What follows belongs to an exercise in optimizing a design on an open flow for small area; a production flow would make more cautious choices.
Function was checked by simulation only, so behaviour that the tests miss may differ from the original.

[flow/flow/run.sh]
#!/bin/bash
# Layout flow: the standard ORFS flow (standard.sh) with two changes:
#  - before the resizer's repair_design, every cell is set to its smallest
#    drive strength (flow/downsize.tcl); repair_design sizes up what needs it;
#  - clock tree synthesis without dummy loads (CTS_ARGS).
# make's output goes to standard.log; ORFS keeps each step's log in orfs/logs.
set -euo pipefail
here=$(pwd)
export PRE_RESIZE_TCL=$here/flow/downsize.tcl
export CTS_ARGS="-sink_clustering_enable -repair_clock_nets -dont_use_dummy_load"
bash standard.sh > standard.log 2>&1
[flow/flow/downsize.tcl]
# Before the resizer's repair_design (PRE_RESIZE hook): give every cell the
# smallest drive strength of its function.  Synthesis sizes cells for speed
# that this design, with its long clock period, does not need; repair_design
# then upsizes or buffers wherever slew, capacitance or fanout need it.
set db [ord::get_db]
set block [ord::get_db_block]
set dont_use $::env(DONT_USE_CELLS)
set count 0
foreach inst [$block getInsts] {
  set m [$inst getMaster]
  set name [$m getName]
  if { ![regexp {^(sky130_fd_sc_hd__[a-z0-9]+)_([0-9]+)$} $name -> base drive] } { continue }
  if { [$inst isFixed] } { continue }
  set best $m
  foreach d {0 1 2 3 4 6 8 12 16} {
    set cname ${base}_$d
    if { [lsearch -exact $dont_use $cname] >= 0 } { continue }
    set c [$db findMaster $cname]
    if { $c == "NULL" || $c == "" } { continue }
    if { [$c getWidth] < [$best getWidth] } { set best $c }
  }
  if { $best != $m } {
    set p1 [lsort [lmap t [$m getMTerms] {$t getName}]]
    set p2 [lsort [lmap t [$best getMTerms] {$t getName}]]
    if { $p1 eq $p2 } {
      $inst swapMaster $best
      incr count
    }
  }
}
puts "downsize: $count instances set to their smallest drive strength"
[flow/standard.sh]
#!/bin/bash
# synth_recipe.tcl (not shown) runs the flow's synth.tcl, then flattens the netlist and writes it again
# the make line also repeats each setting of config.mk as NAME=value (left out here)
make -C /OpenROAD-flow-scripts/flow DESIGN_CONFIG=/design/flow/config.mk WORK_HOME=/design/flow/orfs CLKGATE_MAP_FILE= SYNTH_SCRIPT=/design/flow/synth_recipe.tcl "${@:-finish}"
[flow/config.mk]
export PLATFORM = sky130hd
export DESIGN_NAME = fir_H
export DESIGN_NICKNAME = fir_H
export VERILOG_FILES = /design/flow/design.v
export SDC_FILE = /design/flow/constraint.sdc
export NUM_CORES = 4
export LEC_CHECK = 0
export CAP_MARGIN = 20
export CORE_MARGIN = 2
export CORE_UTILIZATION = 60
export SLEW_MARGIN = 20
export SYNTH_HIERARCHICAL = 1
[flow/constraint.sdc]
create_clock -name core_clock -period 25.0 [get_ports {clk}]
set_input_delay 5.0000 -clock core_clock [delete_from_list [all_inputs] [get_ports {clk}]]
set_output_delay 5.0000 -clock core_clock [all_outputs]
set_load 0.01 [all_outputs]
[flow/design.v]
module fa(a,b,ci,s,co);           
input a,b,ci;
output s,co;
assign s = a ^ b ^ ci;
assign co = (a & b) | (ci & (a ^ b));
endmodule
module ha(a,b,s,co);              
input a,b;
output s,co;
assign s = a ^ b;
assign co = a & b;
endmodule
module fa1(a,b,s,co);             
input a,b;
output s,co;
assign s = ~(a ^ b);
assign co = a | b;
endmodule
module aoi222(a1,a2,b1,b2,c1,c2,y);
input a1,a2,b1,b2,c1,c2;
output y;
assign y = ~((a1 & a2) | (b1 & b2) | (c1 & c2));
endmodule
module nand2(a,b,y);
input a,b;
output y;
assign y = ~(a & b);
endmodule
module nand3(a,b,c,y);
input a,b,c;
output y;
assign y = ~(a & b & c);
endmodule
module nand4(a,b,c,d,y);
input a,b,c,d;
output y;
assign y = ~(a & b & c & d);
endmodule
module nor3(a,b,c,y);
input a,b,c;
output y;
assign y = ~(a | b | c);
endmodule
module bsel(onen,twon,hn,hn1,neg,pp);
input onen,twon,hn,hn1,neg;
output pp;
assign pp = ~((hn | onen) & (hn1 | twon)) ^ neg;
endmodule
module bsel0(onen,hn,neg,pp);
input onen,hn,neg;
output pp;
assign pp = ~(hn | onen) ^ neg;
endmodule
module mac(hn,acc,onen,twon,neg,s);
input[15:0] hn;
input[31:0] acc;
input[7:0] onen,twon,neg;
output[32:0] s;
wire [7:0] negn = ~neg;
wire accn31 = ~acc[31];
wire pp0_0;
wire pp0_1;
wire pp0_2;
wire pp0_3;
wire pp0_4;
wire pp0_5;
wire pp0_6;
wire pp0_7;
wire pp0_8;
wire pp0_9;
wire pp0_10;
wire pp0_11;
wire pp0_12;
wire pp0_13;
wire pp0_14;
wire pp0_15;
wire pp0_16;
wire pp1_0;
wire pp1_1;
wire pp1_2;
wire pp1_3;
wire pp1_4;
wire pp1_5;
wire pp1_6;
wire pp1_7;
wire pp1_8;
wire pp1_9;
wire pp1_10;
wire pp1_11;
wire pp1_12;
wire pp1_13;
wire pp1_14;
wire pp1_15;
wire pp1_16;
wire pp2_0;
wire pp2_1;
wire pp2_2;
wire pp2_3;
wire pp2_4;
wire pp2_5;
wire pp2_6;
wire pp2_7;
wire pp2_8;
wire pp2_9;
wire pp2_10;
wire pp2_11;
wire pp2_12;
wire pp2_13;
wire pp2_14;
wire pp2_15;
wire pp2_16;
wire pp3_0;
wire pp3_1;
wire pp3_2;
wire pp3_3;
wire pp3_4;
wire pp3_5;
wire pp3_6;
wire pp3_7;
wire pp3_8;
wire pp3_9;
wire pp3_10;
wire pp3_11;
wire pp3_12;
wire pp3_13;
wire pp3_14;
wire pp3_15;
wire pp3_16;
wire pp4_0;
wire pp4_1;
wire pp4_2;
wire pp4_3;
wire pp4_4;
wire pp4_5;
wire pp4_6;
wire pp4_7;
wire pp4_8;
wire pp4_9;
wire pp4_10;
wire pp4_11;
wire pp4_12;
wire pp4_13;
wire pp4_14;
wire pp4_15;
wire pp4_16;
wire pp5_0;
wire pp5_1;
wire pp5_2;
wire pp5_3;
wire pp5_4;
wire pp5_5;
wire pp5_6;
wire pp5_7;
wire pp5_8;
wire pp5_9;
wire pp5_10;
wire pp5_11;
wire pp5_12;
wire pp5_13;
wire pp5_14;
wire pp5_15;
wire pp5_16;
wire pp6_0;
wire pp6_1;
wire pp6_2;
wire pp6_3;
wire pp6_4;
wire pp6_5;
wire pp6_6;
wire pp6_7;
wire pp6_8;
wire pp6_9;
wire pp6_10;
wire pp6_11;
wire pp6_12;
wire pp6_13;
wire pp6_14;
wire pp6_15;
wire pp6_16;
wire pp7_0;
wire pp7_1;
wire pp7_2;
wire pp7_3;
wire pp7_4;
wire pp7_5;
wire pp7_6;
wire pp7_7;
wire pp7_8;
wire pp7_9;
wire pp7_10;
wire pp7_11;
wire pp7_12;
wire pp7_13;
wire pp7_14;
wire pp7_15;
wire pp7_16;
wire s1, c1;
wire s2, c2;
wire s3, c3;
wire s4, c4;
wire s5, c5;
wire s6, c6;
wire s7, c7;
wire s8, c8;
wire s9, c9;
wire s10, c10;
wire s11, c11;
wire s12, c12;
wire s13, c13;
wire s14, c14;
wire s15, c15;
wire s16, c16;
wire s17, c17;
wire s18, c18;
wire s19, c19;
wire s20, c20;
wire s21, c21;
wire s22, c22;
wire s23, c23;
wire s24, c24;
wire s25, c25;
wire s26, c26;
wire s27, c27;
wire s28, c28;
wire s29, c29;
wire s30, c30;
wire s31, c31;
wire s32, c32;
wire s33, c33;
wire s34, c34;
wire s35, c35;
wire s36, c36;
wire s37, c37;
wire s38, c38;
wire s39, c39;
wire s40, c40;
wire s41, c41;
wire s42, c42;
wire s43, c43;
wire s44, c44;
wire s45, c45;
wire s46, c46;
wire s47, c47;
wire s48, c48;
wire s49, c49;
wire s50, c50;
wire s51, c51;
wire s52, c52;
wire s53, c53;
wire s54, c54;
wire s55, c55;
wire s56, c56;
wire s57, c57;
wire s58, c58;
wire s59, c59;
wire s60, c60;
wire s61, c61;
wire s62, c62;
wire s63, c63;
wire s64, c64;
wire s65, c65;
wire s66, c66;
wire s67, c67;
wire s68, c68;
wire s69, c69;
wire s70, c70;
wire s71, c71;
wire s72, c72;
wire s73, c73;
wire s74, c74;
wire s75, c75;
wire s76, c76;
wire s77, c77;
wire s78, c78;
wire s79, c79;
wire s80, c80;
wire s81, c81;
wire s82, c82;
wire s83, c83;
wire s84, c84;
wire s85, c85;
wire s86, c86;
wire s87, c87;
wire s88, c88;
wire s89, c89;
wire s90, c90;
wire s91, c91;
wire s92, c92;
wire s93, c93;
wire s94, c94;
wire s95, c95;
wire s96, c96;
wire s97, c97;
wire s98, c98;
wire s99, c99;
wire s100, c100;
wire s101, c101;
wire s102, c102;
wire s103, c103;
wire s104, c104;
wire s105, c105;
wire s106, c106;
wire s107, c107;
wire s108, c108;
wire s109, c109;
wire s110, c110;
wire s111, c111;
wire s112, c112;
wire s113, c113;
wire s114, c114;
wire s115, c115;
wire s116, c116;
wire s117, c117;
wire s118, c118;
wire s119, c119;
wire s120, c120;
wire s121, c121;
wire s122, c122;
wire s123, c123;
wire s124, c124;
wire s125, c125;
wire s126, c126;
wire s127, c127;
wire s128, c128;
wire s129, c129;
wire s130, c130;
wire s131, c131;
wire s132, c132;
wire s133, c133;
wire s134, c134;
wire s135, c135;
wire s136, c136;
wire s137, c137;
wire s138, c138;
wire s139, c139;
wire s140, c140;
wire s141, c141;
wire s142, c142;
wire s143, c143;
wire s144, c144;
wire s145, c145;
wire s146, c146;
wire s147, c147;
wire s148, c148;
wire s149, c149;
wire s150, c150;
wire s151, c151;
wire s152, c152;
wire s153, c153;
wire s154, c154;
wire s155, c155;
wire s156, c156;
wire s157, c157;
wire s158, c158;
wire s159, c159;
bsel0 b0_0(.onen(onen[0]), .hn(hn[0]), .neg(neg[0]), .pp(pp0_0));
bsel b0_1(.onen(onen[0]), .twon(twon[0]), .hn(hn[1]), .hn1(hn[0]), .neg(neg[0]), .pp(pp0_1));
bsel b0_2(.onen(onen[0]), .twon(twon[0]), .hn(hn[2]), .hn1(hn[1]), .neg(neg[0]), .pp(pp0_2));
bsel b0_3(.onen(onen[0]), .twon(twon[0]), .hn(hn[3]), .hn1(hn[2]), .neg(neg[0]), .pp(pp0_3));
bsel b0_4(.onen(onen[0]), .twon(twon[0]), .hn(hn[4]), .hn1(hn[3]), .neg(neg[0]), .pp(pp0_4));
bsel b0_5(.onen(onen[0]), .twon(twon[0]), .hn(hn[5]), .hn1(hn[4]), .neg(neg[0]), .pp(pp0_5));
bsel b0_6(.onen(onen[0]), .twon(twon[0]), .hn(hn[6]), .hn1(hn[5]), .neg(neg[0]), .pp(pp0_6));
bsel b0_7(.onen(onen[0]), .twon(twon[0]), .hn(hn[7]), .hn1(hn[6]), .neg(neg[0]), .pp(pp0_7));
bsel b0_8(.onen(onen[0]), .twon(twon[0]), .hn(hn[8]), .hn1(hn[7]), .neg(neg[0]), .pp(pp0_8));
bsel b0_9(.onen(onen[0]), .twon(twon[0]), .hn(hn[9]), .hn1(hn[8]), .neg(neg[0]), .pp(pp0_9));
bsel b0_10(.onen(onen[0]), .twon(twon[0]), .hn(hn[10]), .hn1(hn[9]), .neg(neg[0]), .pp(pp0_10));
bsel b0_11(.onen(onen[0]), .twon(twon[0]), .hn(hn[11]), .hn1(hn[10]), .neg(neg[0]), .pp(pp0_11));
bsel b0_12(.onen(onen[0]), .twon(twon[0]), .hn(hn[12]), .hn1(hn[11]), .neg(neg[0]), .pp(pp0_12));
bsel b0_13(.onen(onen[0]), .twon(twon[0]), .hn(hn[13]), .hn1(hn[12]), .neg(neg[0]), .pp(pp0_13));
bsel b0_14(.onen(onen[0]), .twon(twon[0]), .hn(hn[14]), .hn1(hn[13]), .neg(neg[0]), .pp(pp0_14));
bsel b0_15(.onen(onen[0]), .twon(twon[0]), .hn(hn[15]), .hn1(hn[14]), .neg(neg[0]), .pp(pp0_15));
bsel b0_16(.onen(onen[0]), .twon(twon[0]), .hn(hn[15]), .hn1(hn[15]), .neg(negn[0]), .pp(pp0_16));
bsel0 b1_0(.onen(onen[1]), .hn(hn[0]), .neg(neg[1]), .pp(pp1_0));
bsel b1_1(.onen(onen[1]), .twon(twon[1]), .hn(hn[1]), .hn1(hn[0]), .neg(neg[1]), .pp(pp1_1));
bsel b1_2(.onen(onen[1]), .twon(twon[1]), .hn(hn[2]), .hn1(hn[1]), .neg(neg[1]), .pp(pp1_2));
bsel b1_3(.onen(onen[1]), .twon(twon[1]), .hn(hn[3]), .hn1(hn[2]), .neg(neg[1]), .pp(pp1_3));
bsel b1_4(.onen(onen[1]), .twon(twon[1]), .hn(hn[4]), .hn1(hn[3]), .neg(neg[1]), .pp(pp1_4));
bsel b1_5(.onen(onen[1]), .twon(twon[1]), .hn(hn[5]), .hn1(hn[4]), .neg(neg[1]), .pp(pp1_5));
bsel b1_6(.onen(onen[1]), .twon(twon[1]), .hn(hn[6]), .hn1(hn[5]), .neg(neg[1]), .pp(pp1_6));
bsel b1_7(.onen(onen[1]), .twon(twon[1]), .hn(hn[7]), .hn1(hn[6]), .neg(neg[1]), .pp(pp1_7));
bsel b1_8(.onen(onen[1]), .twon(twon[1]), .hn(hn[8]), .hn1(hn[7]), .neg(neg[1]), .pp(pp1_8));
bsel b1_9(.onen(onen[1]), .twon(twon[1]), .hn(hn[9]), .hn1(hn[8]), .neg(neg[1]), .pp(pp1_9));
bsel b1_10(.onen(onen[1]), .twon(twon[1]), .hn(hn[10]), .hn1(hn[9]), .neg(neg[1]), .pp(pp1_10));
bsel b1_11(.onen(onen[1]), .twon(twon[1]), .hn(hn[11]), .hn1(hn[10]), .neg(neg[1]), .pp(pp1_11));
bsel b1_12(.onen(onen[1]), .twon(twon[1]), .hn(hn[12]), .hn1(hn[11]), .neg(neg[1]), .pp(pp1_12));
bsel b1_13(.onen(onen[1]), .twon(twon[1]), .hn(hn[13]), .hn1(hn[12]), .neg(neg[1]), .pp(pp1_13));
bsel b1_14(.onen(onen[1]), .twon(twon[1]), .hn(hn[14]), .hn1(hn[13]), .neg(neg[1]), .pp(pp1_14));
bsel b1_15(.onen(onen[1]), .twon(twon[1]), .hn(hn[15]), .hn1(hn[14]), .neg(neg[1]), .pp(pp1_15));
bsel b1_16(.onen(onen[1]), .twon(twon[1]), .hn(hn[15]), .hn1(hn[15]), .neg(negn[1]), .pp(pp1_16));
bsel0 b2_0(.onen(onen[2]), .hn(hn[0]), .neg(neg[2]), .pp(pp2_0));
bsel b2_1(.onen(onen[2]), .twon(twon[2]), .hn(hn[1]), .hn1(hn[0]), .neg(neg[2]), .pp(pp2_1));
bsel b2_2(.onen(onen[2]), .twon(twon[2]), .hn(hn[2]), .hn1(hn[1]), .neg(neg[2]), .pp(pp2_2));
bsel b2_3(.onen(onen[2]), .twon(twon[2]), .hn(hn[3]), .hn1(hn[2]), .neg(neg[2]), .pp(pp2_3));
bsel b2_4(.onen(onen[2]), .twon(twon[2]), .hn(hn[4]), .hn1(hn[3]), .neg(neg[2]), .pp(pp2_4));
bsel b2_5(.onen(onen[2]), .twon(twon[2]), .hn(hn[5]), .hn1(hn[4]), .neg(neg[2]), .pp(pp2_5));
bsel b2_6(.onen(onen[2]), .twon(twon[2]), .hn(hn[6]), .hn1(hn[5]), .neg(neg[2]), .pp(pp2_6));
bsel b2_7(.onen(onen[2]), .twon(twon[2]), .hn(hn[7]), .hn1(hn[6]), .neg(neg[2]), .pp(pp2_7));
bsel b2_8(.onen(onen[2]), .twon(twon[2]), .hn(hn[8]), .hn1(hn[7]), .neg(neg[2]), .pp(pp2_8));
bsel b2_9(.onen(onen[2]), .twon(twon[2]), .hn(hn[9]), .hn1(hn[8]), .neg(neg[2]), .pp(pp2_9));
bsel b2_10(.onen(onen[2]), .twon(twon[2]), .hn(hn[10]), .hn1(hn[9]), .neg(neg[2]), .pp(pp2_10));
bsel b2_11(.onen(onen[2]), .twon(twon[2]), .hn(hn[11]), .hn1(hn[10]), .neg(neg[2]), .pp(pp2_11));
bsel b2_12(.onen(onen[2]), .twon(twon[2]), .hn(hn[12]), .hn1(hn[11]), .neg(neg[2]), .pp(pp2_12));
bsel b2_13(.onen(onen[2]), .twon(twon[2]), .hn(hn[13]), .hn1(hn[12]), .neg(neg[2]), .pp(pp2_13));
bsel b2_14(.onen(onen[2]), .twon(twon[2]), .hn(hn[14]), .hn1(hn[13]), .neg(neg[2]), .pp(pp2_14));
bsel b2_15(.onen(onen[2]), .twon(twon[2]), .hn(hn[15]), .hn1(hn[14]), .neg(neg[2]), .pp(pp2_15));
bsel b2_16(.onen(onen[2]), .twon(twon[2]), .hn(hn[15]), .hn1(hn[15]), .neg(negn[2]), .pp(pp2_16));
bsel0 b3_0(.onen(onen[3]), .hn(hn[0]), .neg(neg[3]), .pp(pp3_0));
bsel b3_1(.onen(onen[3]), .twon(twon[3]), .hn(hn[1]), .hn1(hn[0]), .neg(neg[3]), .pp(pp3_1));
bsel b3_2(.onen(onen[3]), .twon(twon[3]), .hn(hn[2]), .hn1(hn[1]), .neg(neg[3]), .pp(pp3_2));
bsel b3_3(.onen(onen[3]), .twon(twon[3]), .hn(hn[3]), .hn1(hn[2]), .neg(neg[3]), .pp(pp3_3));
bsel b3_4(.onen(onen[3]), .twon(twon[3]), .hn(hn[4]), .hn1(hn[3]), .neg(neg[3]), .pp(pp3_4));
bsel b3_5(.onen(onen[3]), .twon(twon[3]), .hn(hn[5]), .hn1(hn[4]), .neg(neg[3]), .pp(pp3_5));
bsel b3_6(.onen(onen[3]), .twon(twon[3]), .hn(hn[6]), .hn1(hn[5]), .neg(neg[3]), .pp(pp3_6));
bsel b3_7(.onen(onen[3]), .twon(twon[3]), .hn(hn[7]), .hn1(hn[6]), .neg(neg[3]), .pp(pp3_7));
bsel b3_8(.onen(onen[3]), .twon(twon[3]), .hn(hn[8]), .hn1(hn[7]), .neg(neg[3]), .pp(pp3_8));
bsel b3_9(.onen(onen[3]), .twon(twon[3]), .hn(hn[9]), .hn1(hn[8]), .neg(neg[3]), .pp(pp3_9));
bsel b3_10(.onen(onen[3]), .twon(twon[3]), .hn(hn[10]), .hn1(hn[9]), .neg(neg[3]), .pp(pp3_10));
bsel b3_11(.onen(onen[3]), .twon(twon[3]), .hn(hn[11]), .hn1(hn[10]), .neg(neg[3]), .pp(pp3_11));
bsel b3_12(.onen(onen[3]), .twon(twon[3]), .hn(hn[12]), .hn1(hn[11]), .neg(neg[3]), .pp(pp3_12));
bsel b3_13(.onen(onen[3]), .twon(twon[3]), .hn(hn[13]), .hn1(hn[12]), .neg(neg[3]), .pp(pp3_13));
bsel b3_14(.onen(onen[3]), .twon(twon[3]), .hn(hn[14]), .hn1(hn[13]), .neg(neg[3]), .pp(pp3_14));
bsel b3_15(.onen(onen[3]), .twon(twon[3]), .hn(hn[15]), .hn1(hn[14]), .neg(neg[3]), .pp(pp3_15));
bsel b3_16(.onen(onen[3]), .twon(twon[3]), .hn(hn[15]), .hn1(hn[15]), .neg(negn[3]), .pp(pp3_16));
bsel0 b4_0(.onen(onen[4]), .hn(hn[0]), .neg(neg[4]), .pp(pp4_0));
bsel b4_1(.onen(onen[4]), .twon(twon[4]), .hn(hn[1]), .hn1(hn[0]), .neg(neg[4]), .pp(pp4_1));
bsel b4_2(.onen(onen[4]), .twon(twon[4]), .hn(hn[2]), .hn1(hn[1]), .neg(neg[4]), .pp(pp4_2));
bsel b4_3(.onen(onen[4]), .twon(twon[4]), .hn(hn[3]), .hn1(hn[2]), .neg(neg[4]), .pp(pp4_3));
bsel b4_4(.onen(onen[4]), .twon(twon[4]), .hn(hn[4]), .hn1(hn[3]), .neg(neg[4]), .pp(pp4_4));
bsel b4_5(.onen(onen[4]), .twon(twon[4]), .hn(hn[5]), .hn1(hn[4]), .neg(neg[4]), .pp(pp4_5));
bsel b4_6(.onen(onen[4]), .twon(twon[4]), .hn(hn[6]), .hn1(hn[5]), .neg(neg[4]), .pp(pp4_6));
bsel b4_7(.onen(onen[4]), .twon(twon[4]), .hn(hn[7]), .hn1(hn[6]), .neg(neg[4]), .pp(pp4_7));
bsel b4_8(.onen(onen[4]), .twon(twon[4]), .hn(hn[8]), .hn1(hn[7]), .neg(neg[4]), .pp(pp4_8));
bsel b4_9(.onen(onen[4]), .twon(twon[4]), .hn(hn[9]), .hn1(hn[8]), .neg(neg[4]), .pp(pp4_9));
bsel b4_10(.onen(onen[4]), .twon(twon[4]), .hn(hn[10]), .hn1(hn[9]), .neg(neg[4]), .pp(pp4_10));
bsel b4_11(.onen(onen[4]), .twon(twon[4]), .hn(hn[11]), .hn1(hn[10]), .neg(neg[4]), .pp(pp4_11));
bsel b4_12(.onen(onen[4]), .twon(twon[4]), .hn(hn[12]), .hn1(hn[11]), .neg(neg[4]), .pp(pp4_12));
bsel b4_13(.onen(onen[4]), .twon(twon[4]), .hn(hn[13]), .hn1(hn[12]), .neg(neg[4]), .pp(pp4_13));
bsel b4_14(.onen(onen[4]), .twon(twon[4]), .hn(hn[14]), .hn1(hn[13]), .neg(neg[4]), .pp(pp4_14));
bsel b4_15(.onen(onen[4]), .twon(twon[4]), .hn(hn[15]), .hn1(hn[14]), .neg(neg[4]), .pp(pp4_15));
bsel b4_16(.onen(onen[4]), .twon(twon[4]), .hn(hn[15]), .hn1(hn[15]), .neg(negn[4]), .pp(pp4_16));
bsel0 b5_0(.onen(onen[5]), .hn(hn[0]), .neg(neg[5]), .pp(pp5_0));
bsel b5_1(.onen(onen[5]), .twon(twon[5]), .hn(hn[1]), .hn1(hn[0]), .neg(neg[5]), .pp(pp5_1));
bsel b5_2(.onen(onen[5]), .twon(twon[5]), .hn(hn[2]), .hn1(hn[1]), .neg(neg[5]), .pp(pp5_2));
bsel b5_3(.onen(onen[5]), .twon(twon[5]), .hn(hn[3]), .hn1(hn[2]), .neg(neg[5]), .pp(pp5_3));
bsel b5_4(.onen(onen[5]), .twon(twon[5]), .hn(hn[4]), .hn1(hn[3]), .neg(neg[5]), .pp(pp5_4));
bsel b5_5(.onen(onen[5]), .twon(twon[5]), .hn(hn[5]), .hn1(hn[4]), .neg(neg[5]), .pp(pp5_5));
bsel b5_6(.onen(onen[5]), .twon(twon[5]), .hn(hn[6]), .hn1(hn[5]), .neg(neg[5]), .pp(pp5_6));
bsel b5_7(.onen(onen[5]), .twon(twon[5]), .hn(hn[7]), .hn1(hn[6]), .neg(neg[5]), .pp(pp5_7));
bsel b5_8(.onen(onen[5]), .twon(twon[5]), .hn(hn[8]), .hn1(hn[7]), .neg(neg[5]), .pp(pp5_8));
bsel b5_9(.onen(onen[5]), .twon(twon[5]), .hn(hn[9]), .hn1(hn[8]), .neg(neg[5]), .pp(pp5_9));
bsel b5_10(.onen(onen[5]), .twon(twon[5]), .hn(hn[10]), .hn1(hn[9]), .neg(neg[5]), .pp(pp5_10));
bsel b5_11(.onen(onen[5]), .twon(twon[5]), .hn(hn[11]), .hn1(hn[10]), .neg(neg[5]), .pp(pp5_11));
bsel b5_12(.onen(onen[5]), .twon(twon[5]), .hn(hn[12]), .hn1(hn[11]), .neg(neg[5]), .pp(pp5_12));
bsel b5_13(.onen(onen[5]), .twon(twon[5]), .hn(hn[13]), .hn1(hn[12]), .neg(neg[5]), .pp(pp5_13));
bsel b5_14(.onen(onen[5]), .twon(twon[5]), .hn(hn[14]), .hn1(hn[13]), .neg(neg[5]), .pp(pp5_14));
bsel b5_15(.onen(onen[5]), .twon(twon[5]), .hn(hn[15]), .hn1(hn[14]), .neg(neg[5]), .pp(pp5_15));
bsel b5_16(.onen(onen[5]), .twon(twon[5]), .hn(hn[15]), .hn1(hn[15]), .neg(negn[5]), .pp(pp5_16));
bsel0 b6_0(.onen(onen[6]), .hn(hn[0]), .neg(neg[6]), .pp(pp6_0));
bsel b6_1(.onen(onen[6]), .twon(twon[6]), .hn(hn[1]), .hn1(hn[0]), .neg(neg[6]), .pp(pp6_1));
bsel b6_2(.onen(onen[6]), .twon(twon[6]), .hn(hn[2]), .hn1(hn[1]), .neg(neg[6]), .pp(pp6_2));
bsel b6_3(.onen(onen[6]), .twon(twon[6]), .hn(hn[3]), .hn1(hn[2]), .neg(neg[6]), .pp(pp6_3));
bsel b6_4(.onen(onen[6]), .twon(twon[6]), .hn(hn[4]), .hn1(hn[3]), .neg(neg[6]), .pp(pp6_4));
bsel b6_5(.onen(onen[6]), .twon(twon[6]), .hn(hn[5]), .hn1(hn[4]), .neg(neg[6]), .pp(pp6_5));
bsel b6_6(.onen(onen[6]), .twon(twon[6]), .hn(hn[6]), .hn1(hn[5]), .neg(neg[6]), .pp(pp6_6));
bsel b6_7(.onen(onen[6]), .twon(twon[6]), .hn(hn[7]), .hn1(hn[6]), .neg(neg[6]), .pp(pp6_7));
bsel b6_8(.onen(onen[6]), .twon(twon[6]), .hn(hn[8]), .hn1(hn[7]), .neg(neg[6]), .pp(pp6_8));
bsel b6_9(.onen(onen[6]), .twon(twon[6]), .hn(hn[9]), .hn1(hn[8]), .neg(neg[6]), .pp(pp6_9));
bsel b6_10(.onen(onen[6]), .twon(twon[6]), .hn(hn[10]), .hn1(hn[9]), .neg(neg[6]), .pp(pp6_10));
bsel b6_11(.onen(onen[6]), .twon(twon[6]), .hn(hn[11]), .hn1(hn[10]), .neg(neg[6]), .pp(pp6_11));
bsel b6_12(.onen(onen[6]), .twon(twon[6]), .hn(hn[12]), .hn1(hn[11]), .neg(neg[6]), .pp(pp6_12));
bsel b6_13(.onen(onen[6]), .twon(twon[6]), .hn(hn[13]), .hn1(hn[12]), .neg(neg[6]), .pp(pp6_13));
bsel b6_14(.onen(onen[6]), .twon(twon[6]), .hn(hn[14]), .hn1(hn[13]), .neg(neg[6]), .pp(pp6_14));
bsel b6_15(.onen(onen[6]), .twon(twon[6]), .hn(hn[15]), .hn1(hn[14]), .neg(neg[6]), .pp(pp6_15));
bsel b6_16(.onen(onen[6]), .twon(twon[6]), .hn(hn[15]), .hn1(hn[15]), .neg(negn[6]), .pp(pp6_16));
bsel0 b7_0(.onen(onen[7]), .hn(hn[0]), .neg(neg[7]), .pp(pp7_0));
bsel b7_1(.onen(onen[7]), .twon(twon[7]), .hn(hn[1]), .hn1(hn[0]), .neg(neg[7]), .pp(pp7_1));
bsel b7_2(.onen(onen[7]), .twon(twon[7]), .hn(hn[2]), .hn1(hn[1]), .neg(neg[7]), .pp(pp7_2));
bsel b7_3(.onen(onen[7]), .twon(twon[7]), .hn(hn[3]), .hn1(hn[2]), .neg(neg[7]), .pp(pp7_3));
bsel b7_4(.onen(onen[7]), .twon(twon[7]), .hn(hn[4]), .hn1(hn[3]), .neg(neg[7]), .pp(pp7_4));
bsel b7_5(.onen(onen[7]), .twon(twon[7]), .hn(hn[5]), .hn1(hn[4]), .neg(neg[7]), .pp(pp7_5));
bsel b7_6(.onen(onen[7]), .twon(twon[7]), .hn(hn[6]), .hn1(hn[5]), .neg(neg[7]), .pp(pp7_6));
bsel b7_7(.onen(onen[7]), .twon(twon[7]), .hn(hn[7]), .hn1(hn[6]), .neg(neg[7]), .pp(pp7_7));
bsel b7_8(.onen(onen[7]), .twon(twon[7]), .hn(hn[8]), .hn1(hn[7]), .neg(neg[7]), .pp(pp7_8));
bsel b7_9(.onen(onen[7]), .twon(twon[7]), .hn(hn[9]), .hn1(hn[8]), .neg(neg[7]), .pp(pp7_9));
bsel b7_10(.onen(onen[7]), .twon(twon[7]), .hn(hn[10]), .hn1(hn[9]), .neg(neg[7]), .pp(pp7_10));
bsel b7_11(.onen(onen[7]), .twon(twon[7]), .hn(hn[11]), .hn1(hn[10]), .neg(neg[7]), .pp(pp7_11));
bsel b7_12(.onen(onen[7]), .twon(twon[7]), .hn(hn[12]), .hn1(hn[11]), .neg(neg[7]), .pp(pp7_12));
bsel b7_13(.onen(onen[7]), .twon(twon[7]), .hn(hn[13]), .hn1(hn[12]), .neg(neg[7]), .pp(pp7_13));
bsel b7_14(.onen(onen[7]), .twon(twon[7]), .hn(hn[14]), .hn1(hn[13]), .neg(neg[7]), .pp(pp7_14));
bsel b7_15(.onen(onen[7]), .twon(twon[7]), .hn(hn[15]), .hn1(hn[14]), .neg(neg[7]), .pp(pp7_15));
bsel b7_16(.onen(onen[7]), .twon(twon[7]), .hn(hn[15]), .hn1(hn[15]), .neg(negn[7]), .pp(pp7_16));
fa f1(.a(acc[0]), .b(neg[0]), .ci(pp0_0), .s(s1), .co(c1));
fa f2(.a(acc[1]), .b(pp0_1), .ci(c1), .s(s2), .co(c2));
fa f3(.a(acc[2]), .b(neg[1]), .ci(pp0_2), .s(s3), .co(c3));
fa f4(.a(pp1_0), .b(s3), .ci(c2), .s(s4), .co(c4));
fa f5(.a(acc[3]), .b(pp0_3), .ci(pp1_1), .s(s5), .co(c5));
fa f6(.a(c3), .b(s5), .ci(c4), .s(s6), .co(c6));
fa f7(.a(acc[4]), .b(neg[2]), .ci(pp0_4), .s(s7), .co(c7));
fa f8(.a(pp1_2), .b(pp2_0), .ci(c5), .s(s8), .co(c8));
fa f9(.a(s7), .b(s8), .ci(c6), .s(s9), .co(c9));
fa f10(.a(acc[5]), .b(pp0_5), .ci(pp1_3), .s(s10), .co(c10));
fa f11(.a(pp2_1), .b(c7), .ci(s10), .s(s11), .co(c11));
fa f12(.a(c8), .b(s11), .ci(c9), .s(s12), .co(c12));
fa f13(.a(acc[6]), .b(neg[3]), .ci(pp0_6), .s(s13), .co(c13));
fa f14(.a(pp1_4), .b(pp2_2), .ci(pp3_0), .s(s14), .co(c14));
fa f15(.a(c10), .b(s13), .ci(s14), .s(s15), .co(c15));
fa f16(.a(c11), .b(s15), .ci(c12), .s(s16), .co(c16));
fa f17(.a(acc[7]), .b(pp0_7), .ci(pp1_5), .s(s17), .co(c17));
fa f18(.a(pp2_3), .b(pp3_1), .ci(c13), .s(s18), .co(c18));
fa f19(.a(c14), .b(s17), .ci(c15), .s(s19), .co(c19));
fa f20(.a(s18), .b(s19), .ci(c16), .s(s20), .co(c20));
fa f21(.a(acc[8]), .b(neg[4]), .ci(pp0_8), .s(s21), .co(c21));
fa f22(.a(pp1_6), .b(pp2_4), .ci(pp3_2), .s(s22), .co(c22));
fa f23(.a(pp4_0), .b(c17), .ci(s21), .s(s23), .co(c23));
fa f24(.a(s22), .b(c18), .ci(s23), .s(s24), .co(c24));
fa f25(.a(c19), .b(s24), .ci(c20), .s(s25), .co(c25));
fa f26(.a(acc[9]), .b(pp0_9), .ci(pp1_7), .s(s26), .co(c26));
fa f27(.a(pp2_5), .b(pp3_3), .ci(pp4_1), .s(s27), .co(c27));
fa f28(.a(c21), .b(c22), .ci(s26), .s(s28), .co(c28));
fa f29(.a(s27), .b(c23), .ci(s28), .s(s29), .co(c29));
fa f30(.a(c24), .b(s29), .ci(c25), .s(s30), .co(c30));
fa f31(.a(acc[10]), .b(neg[5]), .ci(pp0_10), .s(s31), .co(c31));
fa f32(.a(pp1_8), .b(pp2_6), .ci(pp3_4), .s(s32), .co(c32));
fa f33(.a(pp4_2), .b(pp5_0), .ci(c26), .s(s33), .co(c33));
fa f34(.a(c27), .b(s31), .ci(s32), .s(s34), .co(c34));
fa f35(.a(c28), .b(s33), .ci(s34), .s(s35), .co(c35));
fa f36(.a(c29), .b(s35), .ci(c30), .s(s36), .co(c36));
fa f37(.a(acc[11]), .b(pp0_11), .ci(pp1_9), .s(s37), .co(c37));
fa f38(.a(pp2_7), .b(pp3_5), .ci(pp4_3), .s(s38), .co(c38));
fa f39(.a(pp5_1), .b(c31), .ci(c32), .s(s39), .co(c39));
fa f40(.a(s37), .b(s38), .ci(c33), .s(s40), .co(c40));
fa f41(.a(c34), .b(s39), .ci(c35), .s(s41), .co(c41));
fa f42(.a(s40), .b(s41), .ci(c36), .s(s42), .co(c42));
fa f43(.a(acc[12]), .b(neg[6]), .ci(pp0_12), .s(s43), .co(c43));
fa f44(.a(pp1_10), .b(pp2_8), .ci(pp3_6), .s(s44), .co(c44));
fa f45(.a(pp4_4), .b(pp5_2), .ci(pp6_0), .s(s45), .co(c45));
fa f46(.a(c37), .b(c38), .ci(s43), .s(s46), .co(c46));
fa f47(.a(s44), .b(s45), .ci(c39), .s(s47), .co(c47));
fa f48(.a(s46), .b(c40), .ci(s47), .s(s48), .co(c48));
fa f49(.a(c41), .b(s48), .ci(c42), .s(s49), .co(c49));
fa f50(.a(acc[13]), .b(pp0_13), .ci(pp1_11), .s(s50), .co(c50));
fa f51(.a(pp2_9), .b(pp3_7), .ci(pp4_5), .s(s51), .co(c51));
fa f52(.a(pp5_3), .b(pp6_1), .ci(c43), .s(s52), .co(c52));
fa f53(.a(c44), .b(c45), .ci(s50), .s(s53), .co(c53));
fa f54(.a(s51), .b(c46), .ci(s52), .s(s54), .co(c54));
fa f55(.a(s53), .b(c47), .ci(s54), .s(s55), .co(c55));
fa f56(.a(c48), .b(s55), .ci(c49), .s(s56), .co(c56));
fa f57(.a(acc[14]), .b(neg[7]), .ci(pp0_14), .s(s57), .co(c57));
fa f58(.a(pp1_12), .b(pp2_10), .ci(pp3_8), .s(s58), .co(c58));
fa f59(.a(pp4_6), .b(pp5_4), .ci(pp6_2), .s(s59), .co(c59));
fa f60(.a(pp7_0), .b(c50), .ci(c51), .s(s60), .co(c60));
fa f61(.a(s57), .b(s58), .ci(s59), .s(s61), .co(c61));
fa f62(.a(c52), .b(c53), .ci(s60), .s(s62), .co(c62));
fa f63(.a(s61), .b(c54), .ci(s62), .s(s63), .co(c63));
fa f64(.a(c55), .b(s63), .ci(c56), .s(s64), .co(c64));
fa f65(.a(acc[15]), .b(pp0_15), .ci(pp1_13), .s(s65), .co(c65));
fa f66(.a(pp2_11), .b(pp3_9), .ci(pp4_7), .s(s66), .co(c66));
fa f67(.a(pp5_5), .b(pp6_3), .ci(pp7_1), .s(s67), .co(c67));
fa f68(.a(c57), .b(c58), .ci(c59), .s(s68), .co(c68));
fa f69(.a(s65), .b(s66), .ci(s67), .s(s69), .co(c69));
fa f70(.a(c60), .b(c61), .ci(s68), .s(s70), .co(c70));
fa f71(.a(s69), .b(c62), .ci(s70), .s(s71), .co(c71));
fa f72(.a(c63), .b(s71), .ci(c64), .s(s72), .co(c72));
fa1 f73(.a(acc[16]), .b(pp0_16), .s(s73), .co(c73));
fa f74(.a(pp1_14), .b(pp2_12), .ci(pp3_10), .s(s74), .co(c74));
fa f75(.a(pp4_8), .b(pp5_6), .ci(pp6_4), .s(s75), .co(c75));
fa f76(.a(pp7_2), .b(c65), .ci(c66), .s(s76), .co(c76));
fa f77(.a(c67), .b(s73), .ci(s74), .s(s77), .co(c77));
fa f78(.a(s75), .b(c68), .ci(c69), .s(s78), .co(c78));
fa f79(.a(s76), .b(s77), .ci(c70), .s(s79), .co(c79));
fa f80(.a(s78), .b(c71), .ci(s79), .s(s80), .co(c80));
ha f81(.a(c72), .b(s80), .s(s81), .co(c81));
fa1 f82(.a(acc[17]), .b(pp1_15), .s(s82), .co(c82));
fa f83(.a(pp2_13), .b(pp3_11), .ci(pp4_9), .s(s83), .co(c83));
fa f84(.a(pp5_7), .b(pp6_5), .ci(pp7_3), .s(s84), .co(c84));
fa f85(.a(c73), .b(c74), .ci(c75), .s(s85), .co(c85));
fa f86(.a(s82), .b(s83), .ci(s84), .s(s86), .co(c86));
fa f87(.a(c76), .b(c77), .ci(s85), .s(s87), .co(c87));
fa f88(.a(s86), .b(c78), .ci(s87), .s(s88), .co(c88));
fa f89(.a(c79), .b(s88), .ci(c80), .s(s89), .co(c89));
ha f90(.a(c81), .b(s89), .s(s90), .co(c90));
fa f91(.a(acc[18]), .b(pp1_16), .ci(pp2_14), .s(s91), .co(c91));
fa f92(.a(pp3_12), .b(pp4_10), .ci(pp5_8), .s(s92), .co(c92));
fa f93(.a(pp6_6), .b(pp7_4), .ci(c82), .s(s93), .co(c93));
fa f94(.a(c83), .b(c84), .ci(s91), .s(s94), .co(c94));
fa f95(.a(s92), .b(c85), .ci(c86), .s(s95), .co(c95));
fa f96(.a(s93), .b(s94), .ci(c87), .s(s96), .co(c96));
fa f97(.a(s95), .b(c88), .ci(s96), .s(s97), .co(c97));
fa f98(.a(s97), .b(c89), .ci(c90), .s(s98), .co(c98));
fa1 f99(.a(acc[19]), .b(pp2_15), .s(s99), .co(c99));
fa f100(.a(pp3_13), .b(pp4_11), .ci(pp5_9), .s(s100), .co(c100));
fa f101(.a(pp6_7), .b(pp7_5), .ci(c91), .s(s101), .co(c101));
fa f102(.a(c92), .b(s100), .ci(s99), .s(s102), .co(c102));
fa f103(.a(c93), .b(c94), .ci(s101), .s(s103), .co(c103));
fa f104(.a(s102), .b(c95), .ci(s103), .s(s104), .co(c104));
fa f105(.a(c96), .b(s104), .ci(c97), .s(s105), .co(c105));
ha f106(.a(c98), .b(s105), .s(s106), .co(c106));
fa f107(.a(acc[20]), .b(pp2_16), .ci(pp3_14), .s(s107), .co(c107));
fa f108(.a(pp4_12), .b(pp5_10), .ci(pp6_8), .s(s108), .co(c108));
fa f109(.a(pp7_6), .b(c100), .ci(c99), .s(s109), .co(c109));
fa f110(.a(s107), .b(s108), .ci(c101), .s(s110), .co(c110));
fa f111(.a(c102), .b(s109), .ci(c103), .s(s111), .co(c111));
fa f112(.a(s110), .b(c104), .ci(s111), .s(s112), .co(c112));
fa f113(.a(s112), .b(c105), .ci(c106), .s(s113), .co(c113));
fa1 f114(.a(acc[21]), .b(pp3_15), .s(s114), .co(c114));
fa f115(.a(pp4_13), .b(pp5_11), .ci(pp6_9), .s(s115), .co(c115));
fa f116(.a(pp7_7), .b(c107), .ci(c108), .s(s116), .co(c116));
fa f117(.a(s114), .b(s115), .ci(c109), .s(s117), .co(c117));
fa f118(.a(s116), .b(c110), .ci(s117), .s(s118), .co(c118));
fa f119(.a(c111), .b(s118), .ci(c112), .s(s119), .co(c119));
ha f120(.a(c113), .b(s119), .s(s120), .co(c120));
fa f121(.a(acc[22]), .b(pp3_16), .ci(pp4_14), .s(s121), .co(c121));
fa f122(.a(pp5_12), .b(pp6_10), .ci(pp7_8), .s(s122), .co(c122));
fa f123(.a(c114), .b(c115), .ci(s121), .s(s123), .co(c123));
fa f124(.a(s122), .b(c116), .ci(s123), .s(s124), .co(c124));
fa f125(.a(c117), .b(s124), .ci(c118), .s(s125), .co(c125));
fa f126(.a(s125), .b(c119), .ci(c120), .s(s126), .co(c126));
fa1 f127(.a(acc[23]), .b(pp4_15), .s(s127), .co(c127));
fa f128(.a(pp5_13), .b(pp6_11), .ci(pp7_9), .s(s128), .co(c128));
fa f129(.a(c121), .b(c122), .ci(s127), .s(s129), .co(c129));
fa f130(.a(s128), .b(c123), .ci(s129), .s(s130), .co(c130));
fa f131(.a(c124), .b(s130), .ci(c125), .s(s131), .co(c131));
ha f132(.a(c126), .b(s131), .s(s132), .co(c132));
fa f133(.a(acc[24]), .b(pp4_16), .ci(pp5_14), .s(s133), .co(c133));
fa f134(.a(pp6_12), .b(pp7_10), .ci(c127), .s(s134), .co(c134));
fa f135(.a(c128), .b(s133), .ci(c129), .s(s135), .co(c135));
fa f136(.a(s134), .b(c130), .ci(s135), .s(s136), .co(c136));
fa f137(.a(s136), .b(c131), .ci(c132), .s(s137), .co(c137));
fa1 f138(.a(acc[25]), .b(pp5_15), .s(s138), .co(c138));
fa f139(.a(pp6_13), .b(pp7_11), .ci(c133), .s(s139), .co(c139));
fa f140(.a(s138), .b(c134), .ci(s139), .s(s140), .co(c140));
fa f141(.a(c135), .b(s140), .ci(c136), .s(s141), .co(c141));
ha f142(.a(c137), .b(s141), .s(s142), .co(c142));
fa f143(.a(acc[26]), .b(pp5_16), .ci(pp6_14), .s(s143), .co(c143));
fa f144(.a(pp7_12), .b(c138), .ci(s143), .s(s144), .co(c144));
fa f145(.a(c139), .b(s144), .ci(c140), .s(s145), .co(c145));
fa f146(.a(s145), .b(c141), .ci(c142), .s(s146), .co(c146));
fa1 f147(.a(acc[27]), .b(pp6_15), .s(s147), .co(c147));
fa f148(.a(pp7_13), .b(c143), .ci(s147), .s(s148), .co(c148));
fa f149(.a(c144), .b(s148), .ci(c145), .s(s149), .co(c149));
ha f150(.a(c146), .b(s149), .s(s150), .co(c150));
fa f151(.a(acc[28]), .b(pp6_16), .ci(pp7_14), .s(s151), .co(c151));
fa f152(.a(c147), .b(s151), .ci(c148), .s(s152), .co(c152));
fa f153(.a(s152), .b(c149), .ci(c150), .s(s153), .co(c153));
fa1 f154(.a(acc[29]), .b(pp7_15), .s(s154), .co(c154));
fa f155(.a(c151), .b(s154), .ci(c152), .s(s155), .co(c155));
ha f156(.a(c153), .b(s155), .s(s156), .co(c156));
fa f157(.a(acc[30]), .b(pp7_16), .ci(c154), .s(s157), .co(c157));
fa f158(.a(s157), .b(c155), .ci(c156), .s(s158), .co(c158));
fa f159(.a(accn31), .b(c157), .ci(c158), .s(s159), .co(c159));
assign s = {~c159, s159, s158, s156, s153, s150, s146, s142, s137, s132, s126, s120, s113, s106, s98, s90, s81, s72, s64, s56, s49, s42, s36, s30, s25, s20, s16, s12, s9, s6, s4, s2, s1};
endmodule
module rmux(d,sel,yn);
input[30:0] d;
input[30:0] sel;
output yn;
wire [10:0] t;
wire [2:0] o;
aoi222 a0(.a1(d[0]), .a2(sel[0]), .b1(d[1]), .b2(sel[1]), .c1(d[2]), .c2(sel[2]), .y(t[0]));
aoi222 a1(.a1(d[3]), .a2(sel[3]), .b1(d[4]), .b2(sel[4]), .c1(d[5]), .c2(sel[5]), .y(t[1]));
aoi222 a2(.a1(d[6]), .a2(sel[6]), .b1(d[7]), .b2(sel[7]), .c1(d[8]), .c2(sel[8]), .y(t[2]));
aoi222 a3(.a1(d[9]), .a2(sel[9]), .b1(d[10]), .b2(sel[10]), .c1(d[11]), .c2(sel[11]), .y(t[3]));
aoi222 a4(.a1(d[12]), .a2(sel[12]), .b1(d[13]), .b2(sel[13]), .c1(d[14]), .c2(sel[14]), .y(t[4]));
aoi222 a5(.a1(d[15]), .a2(sel[15]), .b1(d[16]), .b2(sel[16]), .c1(d[17]), .c2(sel[17]), .y(t[5]));
aoi222 a6(.a1(d[18]), .a2(sel[18]), .b1(d[19]), .b2(sel[19]), .c1(d[20]), .c2(sel[20]), .y(t[6]));
aoi222 a7(.a1(d[21]), .a2(sel[21]), .b1(d[22]), .b2(sel[22]), .c1(d[23]), .c2(sel[23]), .y(t[7]));
aoi222 a8(.a1(d[24]), .a2(sel[24]), .b1(d[25]), .b2(sel[25]), .c1(d[26]), .c2(sel[26]), .y(t[8]));
aoi222 a9(.a1(d[27]), .a2(sel[27]), .b1(d[28]), .b2(sel[28]), .c1(d[29]), .c2(sel[29]), .y(t[9]));
nand2 a10(.a(d[30]), .b(sel[30]), .y(t[10]));
nand4 o0(.a(t[0]), .b(t[1]), .c(t[2]), .d(t[3]), .y(o[0]));
nand4 o1(.a(t[4]), .b(t[5]), .c(t[6]), .d(t[7]), .y(o[1]));
nand3 o2(.a(t[8]), .b(t[9]), .c(t[10]), .y(o[2]));
nor3 o3(.a(o[0]), .b(o[1]), .c(o[2]), .y(yn));
endmodule
module h_rom_h(addr,mode,onen,twon,neg);
input mode;
input[4:0] addr;
output[7:0] onen, twon, neg;
wire [4:0] k = 5'd0 - addr;
wire [3:0] kk = k[4] ? ~k[3:0] : k[3:0];
reg [7:0] one, two, sg;
always @(*) begin
	case({mode,kk})
		5'd0: begin one = 8'b00001101; two = 8'b00000000; sg = 8'b00000100; end  
		5'd1: begin one = 8'b00001010; two = 8'b00000000; sg = 8'b00000010; end  
		5'd2: begin one = 8'b00001111; two = 8'b00000000; sg = 8'b00000000; end  
		5'd3: begin one = 8'b00010000; two = 8'b00001000; sg = 8'b00001000; end  
		5'd4: begin one = 8'b00011001; two = 8'b00000000; sg = 8'b00001000; end  
		5'd5: begin one = 8'b00010010; two = 8'b00000100; sg = 8'b00000010; end  
		5'd6: begin one = 8'b00000111; two = 8'b00011000; sg = 8'b00001000; end  
		5'd7: begin one = 8'b00101111; two = 8'b00010000; sg = 8'b00010101; end  
		5'd8: begin one = 8'b00110000; two = 8'b00000000; sg = 8'b00010000; end  
		5'd9: begin one = 8'b00100110; two = 8'b00000000; sg = 8'b00000010; end  
		5'd10: begin one = 8'b00110110; two = 8'b00001001; sg = 8'b00000101; end  
		5'd11: begin one = 8'b00010011; two = 8'b00101100; sg = 8'b00010101; end  
		5'd12: begin one = 8'b01101100; two = 8'b00010001; sg = 8'b00110001; end  
		5'd13: begin one = 8'b01011111; two = 8'b00000000; sg = 8'b00010001; end  
		5'd14: begin one = 8'b00110110; two = 8'b01001001; sg = 8'b00111001; end  
		5'd15: begin one = 8'b11011110; two = 8'b00000001; sg = 8'b00000011; end  
		5'd16: begin one = 8'b00000110; two = 8'b00000001; sg = 8'b00000101; end  
		5'd17: begin one = 8'b00000101; two = 8'b00000000; sg = 8'b00000000; end  
		5'd18: begin one = 8'b00001000; two = 8'b00000000; sg = 8'b00000000; end  
		5'd19: begin one = 8'b00010011; two = 8'b00001000; sg = 8'b00001001; end  
		5'd20: begin one = 8'b00011011; two = 8'b00000000; sg = 8'b00001001; end  
		5'd21: begin one = 8'b00011100; two = 8'b00000000; sg = 8'b00001000; end  
		5'd22: begin one = 8'b00000110; two = 8'b00001000; sg = 8'b00000110; end  
		5'd23: begin one = 8'b00010111; two = 8'b00001000; sg = 8'b00010111; end  
		5'd24: begin one = 8'b00101100; two = 8'b00010011; sg = 8'b00101001; end  
		5'd25: begin one = 8'b00100100; two = 8'b00000010; sg = 8'b00100010; end  
		5'd26: begin one = 8'b00111100; two = 8'b00000000; sg = 8'b00111100; end  
		5'd27: begin one = 8'b00111011; two = 8'b00000000; sg = 8'b00111010; end  
		5'd28: begin one = 8'b00111110; two = 8'b00000001; sg = 8'b00100001; end  
		5'd29: begin one = 8'b00100001; two = 8'b00000010; sg = 8'b00000010; end  
		5'd30: begin one = 8'b01111111; two = 8'b00000000; sg = 8'b00011010; end  
		5'd31: begin one = 8'b11010000; two = 8'b00001011; sg = 8'b00011001; end  
		default: begin one = 8'b0; two = 8'b0; sg = 8'b0; end
	endcase
end
assign onen = ~one;
assign twon = ~two;
assign neg = sg ^ {8{k[4]}};
endmodule
module fir_H(xIn,sample,clk,reset,yOut,mode);
input mode;
input sample, clk, reset;
input[15:0] xIn;
output reg[15:0] yOut;
	reg [495:0] ring;           
	reg [4:0] r;                
	reg [15:0] xb;              
	reg [4:0] ph;               
	reg [4:0] u;                
	reg [31:0] acc;
	wire start = sample & ~reset & (ph == 5'd0);
	wire busy = (ph != 5'd0);
	wire ins = busy & ((ph == r) | ((ph == 5'd31) & (r == 5'd0)));
	wire [15:0] fb = ins ? xb : ring[15:0];
	always @(posedge clk)
		ring <= {fb, ring[495:16]};
	always @(posedge clk)
		if (!busy) xb <= xIn;
	always @(posedge clk)
		if (reset) r <= 5'd0;
		else if (!(start | busy)) r <= (r == 5'd0) ? 5'd30 : r - 5'd1;
	wire [15:0] hn;
	wire [30:0] sel;
	genvar g;
	generate for (g = 0; g < 31; g = g + 1) begin : rd
		assign sel[g] = (r == g);
	end
	for (g = 0; g < 16; g = g + 1) begin : rb
		wire [30:0] d;
		genvar w;
		for (w = 0; w < 31; w = w + 1) begin : dw
			assign d[w] = ring[16*w + g];
		end
		rmux m(.d(d), .sel(sel), .yn(hn[g]));
	end endgenerate
	always @(posedge clk)
		if (reset) ph <= 5'd0;
		else if (start | busy) ph <= ph + 5'd1;
	always @(posedge clk)
		if (reset) u <= 5'd31;
		else if (ph == 5'd31 && u != 5'd0) u <= u - 5'd1;
	wire [7:0] onen, twon, neg;
	h_rom_h rom(.addr(ph), .mode(mode), .onen(onen), .twon(twon), .neg(neg));
	wire [32:0] s;
	mac mac0(.hn(hn), .acc(acc), .onen(onen), .twon(twon), .neg(neg), .s(s));
	wire [31:0] sat = (s[32] == s[31]) ? s[31:0] : (s[32] ? 32'h8000_0000 : 32'h07ff_ffff);
	wire clr = reset | (ph == 5'd31) | (~busy & ~sample) | (ph < u);
	always @(posedge clk)
		acc <= clr ? 32'd0 : sat;
	wire [15:0] y = acc[31] ? (acc[30] ? acc[30:15] : 16'h8000)
	                        : (acc[30] ? 16'h7fff : acc[30:15]);
	always @(posedge clk)
		if (reset) yOut <= 16'd0;
		else if (ph == 5'd31) yOut <= y;
endmodule
==> flow_summary_export.csv <==
group,metric,value,unit
status,status,"no timing/DRC/antenna violations",
routing,num_vias,16340,
critical_path,cp-start-kind,"input pin",
sta,fin_tns_setup,0,ps
yosys,yosysUniqueCellTypes,77,
die,chipWidth,204.5,um
yosys,synthCells,1952,
placed_design,io_buffers,35,
placed_design,pre_cts_slack,3999,ps
routing,wl,61.66,mm
sta,rsz0062_at_grt,"no",
clocking,clk_pin_slew,70,ps
sta,fmax,50.89,MHz
clocking,cts_tree,"done",
sta,worst_pin_slew,1277,ps
worst_hold_path,min_from,"ring[430]",
critical_path,crit_type,"input pin to flip-flop",
routing,vias_per_cell,6.410,
finish,drive_gt1_frac,0.04743,
die,num_io_pins,36,
sta,hold_viol_final,0,
clocking,cts_resized,0,
die,design.die.area,0.04182,mm^2
finish,finish.utilization,0.6309,
clocking,post_cts_buffers,0,
yosys,syn_area,0.02412,mm^2
yosys,ys_warn_count,8,
grt,antenna_found_initial,0,
sta,fin_hold_ws,301.9,ps
yosys,async_flop_share,0,
flow_run,drv_cap,0,
critical_path,slowest_stage,"ha_1",
sta,finalCriticalPeriod,19650,ps
clocking,root_buffer,"clkbuf_16",
clocking,worstSkewPairLatency,610,ps
grt,overflow,0,
critical_path,critical_path_required,25440,ps
placed_design,dp_hpwl,41.18,mm
yosys,ys.flop_type,"dfxtp_1",
yosys,syn_avg_cell_area,12.36,um^2
worst_hold_path,worstHoldPathType,"flip-flop to flip-flop",
grt,grt_max_degree,38,
critical_path,arrival,20090,ps
routing,drc,0,
sta,fin_ws,5351,ps
critical_path,crit_top_cell,"fa_1",
clocking,cts_sinks,575,
sta,finalSetupViolCount,0,
clocking,clock_path_buffers,3,
yosys,synth_edf_count,16,
clocking,hold_buffers,0,
critical_path,r2r_start,"ph[0]",
die,rows,73,
yosys,synth_nets,2156,
routing,drt_first_iter_violations,2030,
finish,area_growth_syn_to_layout,3.916,%
sta,slew_violations,0,
clocking,cts_made_buffers,53,
sta,slew_headroom,0.1485,
grt,grt_pass1_wl,95.92,mm
yosys,ys_ff_latch,575,
routing,wl_per_cell,24.19,um
die,start_util,0.6071,
die,core-area,0.03973,mm^2
clocking,htree_levels,2,
finish,fillers,3210,
finish,antenna_cells,0,
grt,grt_pass1_vias,16300,
finish,final_nets,2230,
grt,grt.total_usage,0.2992,
critical_path,max_stage_delay,710,ps
critical_path,critPathMaxFanout,32,
sta,period_share,0.7860,
routing,first_pass_iters,10,
die,die_h,204.5,um
yosys,seq_area_frac_synth,0.4838,
sta,skew,74.30,ps
routing,postRouteAntennaNets,0,
placed_design,gp_congestion,0.9113,
critical_path,crit_start,"mode",
critical_path,end_kind,"flip-flop",
routing by layer:
layer	global-route usage	vias to the layer above	wire length, um
met5	0	-	0
met4	0.1128	0	2255
met3	0.03770	131	3659
met2	0.4950	642	29760
met1	0.4038	8164	25990
li1	-	7402	-
area by class of cell:
class                      count  area (um^2)  area share
multi-input combinational   1197        10320      0.4116
tap                          525        656.9     0.02621
clock buffer                  53         1326     0.05291
timing repair buffer         116        782.0     0.03120
inverter                      83        311.5     0.01243
sequential                   575        11670      0.4656
per-module statistics from Yosys, one instance, submodules excluded, excerpt:
module,cell area [um^2],times used,flops+latches,cells inside
bsel0,12.51,8,0,2
nor3,10.01,16,0,1
fa1,27.53,8,0,5
fir_H,14230,1,575,989
nand2,3.754,16,0,1
nand4,6.256,32,0,1
aoi222,10.01,160,0,1
ha,12.51,8,0,1
bsel,21.27,128,0,2
h_rom_h,1510,1,0,218
nand3,5.005,16,0,1
mac,277.8,1,0,42
metrics by stage:
step | area, um^2 | std cells
after floorplan | 24120 | 1952
after global placement | 25320 | 2487
after detailed placement | 23730 | 2496
after CTS | 25060 | 2549
after global routing | 25070 | 2549
final | 25070 | 2549
registers in the layout, summed over array words and instances, names as in the netlist:
name,cells
yOut,16
u,5
xb,16
ring,496
r,5
ph,5
acc,32
logic make-up after synthesis:
group,after synthesis,share of synthesized area
other,1,0.0001555
multiplexers,7,0.002957
buffers and inverters,180,0.03844
XOR/XNOR,159,0.06178
flip-flops,575,0.4838
AND/OR/NAND/NOR,362,0.08320
AO/OA/AOI/OAI,484,0.1897
adder cells (fa/ha/maj),184,0.1399
layout by cell type, fill, tap and decap left out, types with 4 or more instances in the layout:
cell type	netlist	layout
xor2_1	138	140
a32oi_1	5	5
nor3_1	27	74
and2_1	4	4
mux2i_1	6	6
a222oi_1	160	160
o21ai_1	4	4
nand2_1	82	82
clkbuf_16	0	53
o211ai_1	39	39
clkdlybuf4s50_1	0	35
nand3_1	43	43
nor2_1	83	85
edfxtp_1	16	16
or2_2	4	4
a221oi_1	4	4
xnor2_2	1	4
nand4_1	49	49
buf_2	13	11
buf_1	3	57
inv_1	79	80
o21ai_0	23	23
clkbuf_2	0	4
a31oi_1	5	5
o221ai_1	3	4
fa_1	143	143
o22ai_1	1	130
o311a_1	16	16
nor2b_1	6	6
ha_1	41	41
xnor2_1	14	15
dfxtp_1	559	559
a21oi_1	64	65
buf_6	5	6
worst paths after layout:
path	slack, ps	end	cells past startpoint
setup / recovery	5350	acc[6]	43
hold / removal	300	ring[414]	0
setup reg to reg	7000	acc[6]	52
hold reg to reg	300	ring[414]	0
worst max-delay path: cells and delay by family:
family,cells,cell delay (ps)
xor gates and xnor gates,1,140
AOI/OAI and AO/OA,2,420
and+or+nand+nor,2,680
buffers and inverters,6,2040
adders and majority gates,32,11770
synthesized netlist by cell type, types with 23 or more instances:
library cell	instances	area share
inv_1	79	0.012
o22ai_2	129	0.067
nand3_1	43	0.0089
nand2_1	82	0.013
nand4_1	49	0.013
o211ai_1	39	0.012
dfxtp_1	559	0.46
nor3_1	27	0.0056
nor3_2	47	0.020
a21oi_1	64	0.013
o21ai_0	23	0.0048
nor2_1	83	0.013
buf_4	39	0.012
fa_1	143	0.12
a222oi_1	160	0.066
xor2_1	138	0.050
clkbuf_1	34	0.0053
ha_1	41	0.021

separate check: timing with driven ports:
No port has a modelled driver above. Below, the same layout with a new extraction and two added sets of constraints. Step 1: set_driving_cell puts a clkbuf_16 on clk and a buf_2 on each other input, an assumption about the parent block. Step 2 also shifts input and output timing later by t, the mid clock arrival at the registers, as if the neighbouring blocks saw the same clock. Three values: ideal, step 1, step 2; two values: the first two.
t (ns): 0.630
setup slack, ns: 5.351 / 5.373 / 4.743
clock arrival spread, ns: 0.074 / 0.074
worst slew at a driven data input, ns: 0.05
After both steps setup and hold are still met in this run. For this run, drivers alone change the setup slack by +0.022 ns; drivers and shift together by -0.608 ns.
